Context: an optimization exercise on an open-source flow, tuned for small area. The choices shown serve that exercise and are no tape-out recipe.
The RTL was checked by simulation tests, not by an equivalence proof against the original design.
Power figures rest on the tool's default switching activity, not on a simulated workload.

run 1:
==> flow/design.v <==
module FIFO (
    output [WIDTH-1:0] data_out,         
    output valid,                        
    output [$clog2(DEPTH)-1:0] count,    
    output reg overflow,                 
    output reg underflow,                
    output full,                         
    output near_full,                    
    output near_empty,                   
    output empty,                        
    input [WIDTH-1:0] data_in,           
    input clk,                           
    input wr_en,                         
    input rd_en,                         
    input rst                            
);
parameter WIDTH = 8;
parameter DEPTH = 32;
parameter near_e_depth = 2;
parameter near_f_depth = 2;
localparam AW = $clog2(DEPTH);
reg [WIDTH-1:0] mem [0:DEPTH-1];
reg [AW-1:0]    n;
reg             none_read;
assign count      = n;
assign empty      = (n == 0);
assign full       = (n == DEPTH-1);
assign near_empty = (n <= near_e_depth) && !empty;
assign near_full  = (n >= (DEPTH-1 - near_f_depth)) && !full;
assign valid      = rd_en && !empty;
wire wr_ok = wr_en && !full;
wire rd_ok = rd_en && !empty;
wire cnt_up = wr_ok && !rd_ok;
wire cnt_dn = rd_ok && !wr_ok;
reg [AW-1:0] n_tgl;
integer t;
always @(*)
    for (t = 0; t < AW; t = t + 1)
        n_tgl[t] = (cnt_up && &(n | ({AW{1'b1}} << t))) ||
                   (cnt_dn && ~|(n & ~({AW{1'b1}} << t)));
always @(posedge clk or negedge rst) begin
    if (!rst) begin
        n         <= 'b0;
        overflow  <= 1'b0;
        underflow <= 1'b0;
        none_read <= 1'b1;
    end else begin
        n <= n ^ n_tgl;
        if (rd_ok)
            overflow <= 1'b0;
        else if (wr_en && full)
            overflow <= 1'b1;
        if (rd_en && empty)
            underflow <= 1'b1;
        else if (wr_ok)
            underflow <= 1'b0;
        if (rd_ok)
            none_read <= 1'b0;
    end
end
always @(posedge clk)
    if (wr_ok)
        mem[0] <= data_in;
genvar g;
generate
    for (g = 1; g < DEPTH; g = g + 1) begin : shift
        always @(posedge clk)
            if (wr_ok)
                mem[g] <= mem[g-1];
    end
endgenerate
wire [DEPTH-1:0] sel = {{(DEPTH-1){1'b0}}, !none_read} << n;
genvar b, j;
generate
    for (b = 0; b < WIDTH; b = b + 1) begin : rd
        wire [10:0] grp_n;
        for (j = 0; j < 10; j = j + 1) begin : g3
            FIFO_aoi222 u (
                .a1(mem[3*j][b]),   .a2(sel[3*j]),
                .b1(mem[3*j+1][b]), .b2(sel[3*j+1]),
                .c1(mem[3*j+2][b]), .c2(sel[3*j+2]),
                .y(grp_n[j]));
        end
        FIFO_aoi22 u30 (
            .a1(mem[30][b]), .a2(sel[30]),
            .b1(mem[31][b]), .b2(sel[31]),
            .y(grp_n[10]));
        assign data_out[b] = ~&grp_n;
    end
endgenerate
endmodule
module FIFO_aoi222 (input a1, a2, b1, b2, c1, c2, output y);
    assign y = ~((a1 & a2) | (b1 & b2) | (c1 & c2));
endmodule
module FIFO_aoi22 (input a1, a2, b1, b2, output y);
    assign y = ~((a1 & a2) | (b1 & b2));
endmodule
clock: 5.0 ns
lec_check: 0
cap_margin: 20
core_margin: 2
core_utilization: 65
place_density: 0.75
slew_margin: 20
synth_hierarchical: 1
synth_minimum_keep_size: 0
standard.sh (not shown) runs the stock make flow with config.mk's settings and CLKGATE_MAP_FILE= SYNTH_SCRIPT=/design/flow/synth_recipe.tcl, a recipe that flattens the netlist after the stock synthesis.
==> flow/flow/run.sh <==
#!/bin/bash
set -euo pipefail
export BUFFER_PORTS_ARGS="-buffer_cell sky130_fd_sc_hd__buf_1"
export CTS_ARGS="-sink_clustering_enable -repair_clock_nets -dont_use_dummy_load -buf_list {sky130_fd_sc_hd__clkbuf_4 sky130_fd_sc_hd__clkbuf_8} -sink_clustering_size 20 -sink_clustering_max_diameter 80"
bash standard.sh > standard.log 2>&1
Run 1 finished every step from synthesis to the final layout, and the layout passed the timing, DRC and antenna checks.
Input changes introduced in run 2 (baseline for comparison: run 1):
==> flow/flow/run.sh <==
#!/bin/bash
set -euo pipefail
export BUFFER_PORTS_ARGS="-buffer_cell sky130_fd_sc_hd__buf_1"
export CTS_ARGS="-sink_clustering_enable -repair_clock_nets -dont_use_dummy_load -buf_list {sky130_fd_sc_hd__clkbuf_8} -sink_clustering_size 16 -sink_clustering_max_diameter 60"
bash standard.sh > standard.log 2>&1
## What came out
Taking run 1 as the reference, in run 2 final worst clock skew down 18 ps; share of the clock period used by the worst path down 0.76 points.
In the flow results for run 2 and run 1, the relative slew slack is larger on run 2.
Run 2 against run 1; maximum achievable frequency is up slightly.
Delta(via count, run 2 - run 1) > 0
The run with more setup slack is run 2; run 1 has less.
Comparing run 2 and run 1, the higher clock share of power is on run 2.
Compared with run 1, run 2 shows a lower sequential share of layout area.
As far as number of placed instances with taps included goes, run 2 and run 1 are indistinguishable; the numbers are identical.
Both conditions hold for run 2: the flow ran to the end and the final layout passed the timing, DRC and antenna checks.
Compared with run 1, run 2 shows area added between synthesis and finish higher by 0.44 points.
On run 2: power is 1.4% higher than what run 1 gave.
diff inputs: run 2 => run 3
==> flow/flow/run.sh <==
#!/bin/bash
# The standard layout, with three changes that only shrink the cells:
#  - ports are buffered with buf_1,
#  - the clock tree uses clkbuf_4/clkbuf_8 in clusters of 20 sinks and no
#    dummy loads,
#  - after placement, gates that synthesis upsized are sized back down where
#    timing allows (downsize.tcl), then slew/cap are repaired as usual.
# make's output goes to standard_*.log here and each tool's full log to
# orfs/logs; downsize.tcl's output goes to downsize.log.
set -euo pipefail
export BUFFER_PORTS_ARGS="-buffer_cell sky130_fd_sc_hd__buf_1"
export CTS_ARGS="-sink_clustering_enable -repair_clock_nets -dont_use_dummy_load -buf_list {sky130_fd_sc_hd__clkbuf_8} -sink_clustering_size 16 -sink_clustering_max_diameter 60"
bash standard.sh place > standard_place.log 2>&1
R=orfs/results/${FLOW_PLATFORM:-sky130hd}/FIFO/base
openroad -no_init -exit flow/downsize.tcl -log downsize_tool.log > downsize.log 2>&1 || true
bash standard.sh > standard_finish.log 2>&1
==> flow/flow/downsize.tcl (new file) <==
set P $::env(FLOW_HOME)/platforms/sky130hd
set R orfs/results/sky130hd/FIFO/base
read_lef $P/lef/sky130_fd_sc_hd.tlef
read_lef $P/lef/sky130_fd_sc_hd_merged.lef
read_liberty $P/lib/sky130_fd_sc_hd__tt_025C_1v80.lib
read_db $R/3_place.odb
read_sdc $R/3_place.sdc
source $P/setRC.tcl
set_dont_use [concat [get_lib_cells sky130_fd_sc_hd__probe*] [get_lib_cells sky130_fd_sc_hd__lpflow_*]]
estimate_parasitics -placement
puts "area before [rsz::design_area]"
report_worst_slack -max
# Size every combinational gate down to its smallest drive of the same
# function; repair_design and repair_timing below size back up what needs it.
set n_swapped 0
foreach inst [get_cells *] {
  set m [get_property $inst ref_name]
  if {![regexp {^(sky130_fd_sc_hd__[a-z0-9]+)_([0-9]+)$} $m -> base sz]} { continue }
  if {[regexp {df|dl|clk|tap|fill|decap|conb|probe|lpflow} $base]} { continue }
  foreach s {0 1} {
    if {$s >= $sz} { break }
    set lc [get_lib_cells -quiet ${base}_$s]
    if {[llength $lc]} {
      replace_cell $inst $lc
      incr n_swapped
      break
    }
  }
}
puts "swapped $n_swapped"
estimate_parasitics -placement
repair_design -slew_margin 20 -cap_margin 20 -verbose
repair_timing -setup -verbose
puts "area after [rsz::design_area]"
report_worst_slack -max
detailed_placement
check_placement
write_db $R/3_place.odb
==> comparison <==
Changes observed in run 3 relative to run 2: worst hold margin saw a decrease, share of the clock period used by the worst path after layout stayed essentially flat, non-clock buffer instance count of the final layout rose 5. As of run 3, wire length of the first global-routing pass had fallen slightly compared to run 2. Compared with run 2, in run 3 total vias in the final route fell 35; sequential share of layout area about even; final instance count without filler cells rose 5; final worst-path setup slack about even; per-cell routed wire length fell 1.3%. The largest clock skew in the final design in run 3 was lower than what run 2 gave.
## Diff of input files: run 4 against run 3
-- flow/flow/run.sh --
<<< run 3, line 13
bash standard.sh place > standard_place.log 2>&1
R=orfs/results/${FLOW_PLATFORM:-sky130hd}/FIFO/base
openroad -no_init -exit flow/downsize.tcl -log downsize_tool.log > downsize.log 2>&1 || true
>>> run 4, line 13
bash standard.sh place > standard_place.log 2>&1

openroad -no_init -exit flow/downsize.tcl -log downsize_tool.log > downsize.log 2>&1 || true
==> flow/flow/downsize.tcl <==
# Runs between the standard placement and clock-tree synthesis.
# Synthesis and the floorplan's timing repair (which works from wire-load
# models) leave some gates and buffers larger than the placed design needs.
# Size each combinational gate and buffer down to the smallest drive of the
# same function that keeps setup slack and slews comfortable, then let
# repair_design / repair_timing fix anything that is left.
set P $::env(FLOW_HOME)/platforms/sky130hd
set R orfs/results/sky130hd/FIFO/base
read_lef $P/lef/sky130_fd_sc_hd.tlef
read_lef $P/lef/sky130_fd_sc_hd_merged.lef
read_liberty $P/lib/sky130_fd_sc_hd__tt_025C_1v80.lib
read_db $R/3_place.odb
read_sdc $R/3_place.sdc
source $P/setRC.tcl
set_dont_use [concat [get_lib_cells sky130_fd_sc_hd__probe*] [get_lib_cells sky130_fd_sc_hd__lpflow_*]]
estimate_parasitics -placement
puts "area before [expr {[rsz::design_area] * 1e12}]"
report_worst_slack -max

set slew_cap 0.75e-9
set slack_floor 0.4e-9

proc ok_now {inst} {
  global slew_cap slack_floor
  estimate_parasitics -placement
  if {[sta::max_slew_violation_count] > 0} { return 0 }
  if {[sta::max_capacitance_violation_count] > 0} { return 0 }
  if {[sta::worst_slack_cmd max] < $slack_floor} { return 0 }
  foreach p [get_pins -of_objects $inst -filter "direction==output"] {
    if {[get_property $p slew_max] > $slew_cap * 1e9} { return 0 }
  }
  return 1
}
puts "slack [sta::worst_slack_cmd max] slew viol [sta::max_slew_violation_count]"

proc lib_area {lc} { return [get_property $lc area] }

set cands {}
foreach inst [get_cells *] {
  set m [get_property $inst ref_name]
  if {![regexp {^(sky130_fd_sc_hd__[a-z0-9]+)_([0-9]+)$} $m -> base sz]} { continue }
  if {[regexp {df|dl|clk|tap|fill|decap|conb|probe|lpflow} $base]} { continue }
  lappend cands [list [lib_area [get_lib_cells $m]] $inst $base $m]
}
set saved 0.0
foreach c [lsort -real -decreasing -index 0 $cands] {
  lassign $c a inst base m
  set smaller {}
  foreach lc [get_lib_cells ${base}_*] {
    if {![regexp "^${base}_\[0-9\]+\$" [get_name $lc]]} { continue }
    set la [lib_area $lc]
    if {$la < $a} { lappend smaller [list $la $lc] }
  }
  foreach s [lsort -real -increasing -index 0 $smaller] {
    lassign $s la lc
    replace_cell $inst $lc
    if {[ok_now $inst]} {
      set saved [expr {$saved + $a - $la}]
      puts "downsized [get_full_name $inst] $m -> [get_name $lc]"
      break
    }
    replace_cell $inst [get_lib_cells $m]
  }
}
estimate_parasitics -placement
puts "saved $saved"
repair_design -slew_margin 20 -cap_margin 20 -verbose
repair_timing -setup -verbose
puts "area after [expr {[rsz::design_area] * 1e12}]"
report_worst_slack -max
detailed_placement
check_placement
write_db $R/3_place.odb
-- flow/config.mk --
<<< run 3, line 9
export CORE_MARGIN = 2
export CORE_UTILIZATION = 65
export PLACE_DENSITY = 0.75
export SLEW_MARGIN = 20
>>> run 4, line 9
export CORE_MARGIN = 2
export CORE_UTILIZATION = 80
export PLACE_DENSITY = 0.9
export SLEW_MARGIN = 20
Results
Run 4: flow completed, timing, DRC and antenna clean
Compared to run 3, run 4 has share of the final layout cell area in sequential cells 1.2 points higher.
Summary of run 4 over run 3: clock share of power moved down; synthesis-to-finish area growth moved down.
Delta (run 4 minus run 3): worst hold margin climbed 4.8 ps, maximum single-stage delay on the critical path climbed 70 ps.
### run 4 -> run 5
-- flow/flow/run.sh --
<<< run 4, line 11
export BUFFER_PORTS_ARGS="-buffer_cell sky130_fd_sc_hd__buf_1"
export CTS_ARGS="-sink_clustering_enable -repair_clock_nets -dont_use_dummy_load -buf_list {sky130_fd_sc_hd__clkbuf_8} -sink_clustering_size 16 -sink_clustering_max_diameter 60"
bash standard.sh place > standard_place.log 2>&1
>>> run 5, line 11
export BUFFER_PORTS_ARGS="-buffer_cell sky130_fd_sc_hd__buf_1"
export CTS_ARGS="-sink_clustering_enable -repair_clock_nets -dont_use_dummy_load -buf_list {sky130_fd_sc_hd__clkbuf_8} -sink_clustering_size 20 -sink_clustering_max_diameter 60"
bash standard.sh place > standard_place.log 2>&1
-- flow/config.mk --
<<< run 4, line 9
export CORE_MARGIN = 2
export CORE_UTILIZATION = 80
export PLACE_DENSITY = 0.9
export SLEW_MARGIN = 20
>>> run 5, line 9
export CORE_MARGIN = 2
export CORE_UTILIZATION = 85
export PLACE_DENSITY = 0.92
export SLEW_MARGIN = 20
[summary]
The log for run 5 ends in detailed placement with error DPL-0033, so the run never completed.
Re xor and xnor fraction of the mapped netlist area: no difference whatsoever between run 5 and run 4.
Compared to run 4, run 5 has final HPWL from detailed placement 28% higher.
Summary of run 5 over run 4: share of async-settable or async-resettable flops after synthesis did not really move; number of synthesized flops with an enable pin did not really move; number of rows created at floorplan went down; area fraction in compound gates after synthesis did not really move.
Run 4 -> run 5: count of unique library cells instantiated by Yosys delta 0, exact match
[run 5] die outline height fell 2.9% relative to run 4
Run 5 — global placement routability congestion about 3% lower, run 4 as reference
Of run 4 and run 5, run 5 shows the lower die width, with run 4 above it.
Initial core utilization: run 5 vs run 4 up 4.8 points
What run 6 does differently from run 5 at the input level:
-- flow/flow/run.sh --
<<< run 5, line 11
export BUFFER_PORTS_ARGS="-buffer_cell sky130_fd_sc_hd__buf_1"
export CTS_ARGS="-sink_clustering_enable -repair_clock_nets -dont_use_dummy_load -buf_list {sky130_fd_sc_hd__clkbuf_8} -sink_clustering_size 20 -sink_clustering_max_diameter 60"
bash standard.sh place > standard_place.log 2>&1
>>> run 6, line 11
export BUFFER_PORTS_ARGS="-buffer_cell sky130_fd_sc_hd__buf_1"
export CTS_ARGS="-sink_clustering_enable -repair_clock_nets -dont_use_dummy_load -buf_list {sky130_fd_sc_hd__clkbuf_8} -sink_clustering_size 22 -sink_clustering_max_diameter 45"
bash standard.sh place > standard_place.log 2>&1
-- flow/config.mk --
<<< run 5, line 9
export CORE_MARGIN = 2
export CORE_UTILIZATION = 85
export PLACE_DENSITY = 0.92
export SLEW_MARGIN = 20
>>> run 6, line 9
export CORE_MARGIN = 2
export CORE_UTILIZATION = 80
export PLACE_DENSITY = 0.9
export SLEW_MARGIN = 20
Findings:
Looking at the reports, run 6 completed the entire flow and the layout it produced met the timing, DRC and antenna checks.
As far as mux share of post-synthesis cell area goes, run 5 and run 6 are indistinguishable; the numbers are identical.
Diff run 6..run 5 | async set-or-reset flop fraction in the synthesized netlist | unchanged
Relative to run 5, the count of standard-cell rows of run 6 is higher by about 2.6%.
Global placement routability congestion, run 6 vs run 5: up by a few percent
Taking run 5 as the reference, in run 6 detailed-placement wirelength estimate decreased about 22%; netlist area before placement held.
The lower vertical extent of the die came out of run 5.
As far as synthesized cell count goes, run 5 and run 6 are indistinguishable; the numbers are identical.

[port drivers added, routing unchanged]
In the flow no input, the clock included, has a driving cell. The finished layouts below were timed again as built, in two steps.
Step 1: set_driving_cell puts a clkbuf_16 on clk and a buf_2 on each other input, an assumption about the parent block.
Step 2 times the ports against the registers' clock, not the clock port: input delays grow and output delays shrink by t, the midpoint of the rising clock arrivals with the driver on.
Slacks: ideal / step 1 / step 2; pairs: ideal / step 1.
run	t (ns)	setup WS [ns]	hold WS [ns]	latest minus earliest clock arrival (ns)	cell pins on the clock port's net
run 1	0.521	0.748 / 0.710 / 1.231	0.392 / 0.391 / 0.392	0.067 / 0.066	1
run 2	0.530	0.786 / 0.749 / 1.278	0.418 / 0.409 / 0.443	0.049 / 0.049	1
run 3	0.532	0.787 / 0.753 / 1.284	0.401 / 0.394 / 0.412	0.050 / 0.051	1
run 4	0.519	0.831 / 0.797 / 1.316	0.406 / 0.395 / 0.436	0.038 / 0.038	1
run 6	0.528	0.915 / 0.877 / 1.331	0.414 / 0.400 / 0.436	0.039 / 0.038	1
After both steps every run listed still meets setup and hold.
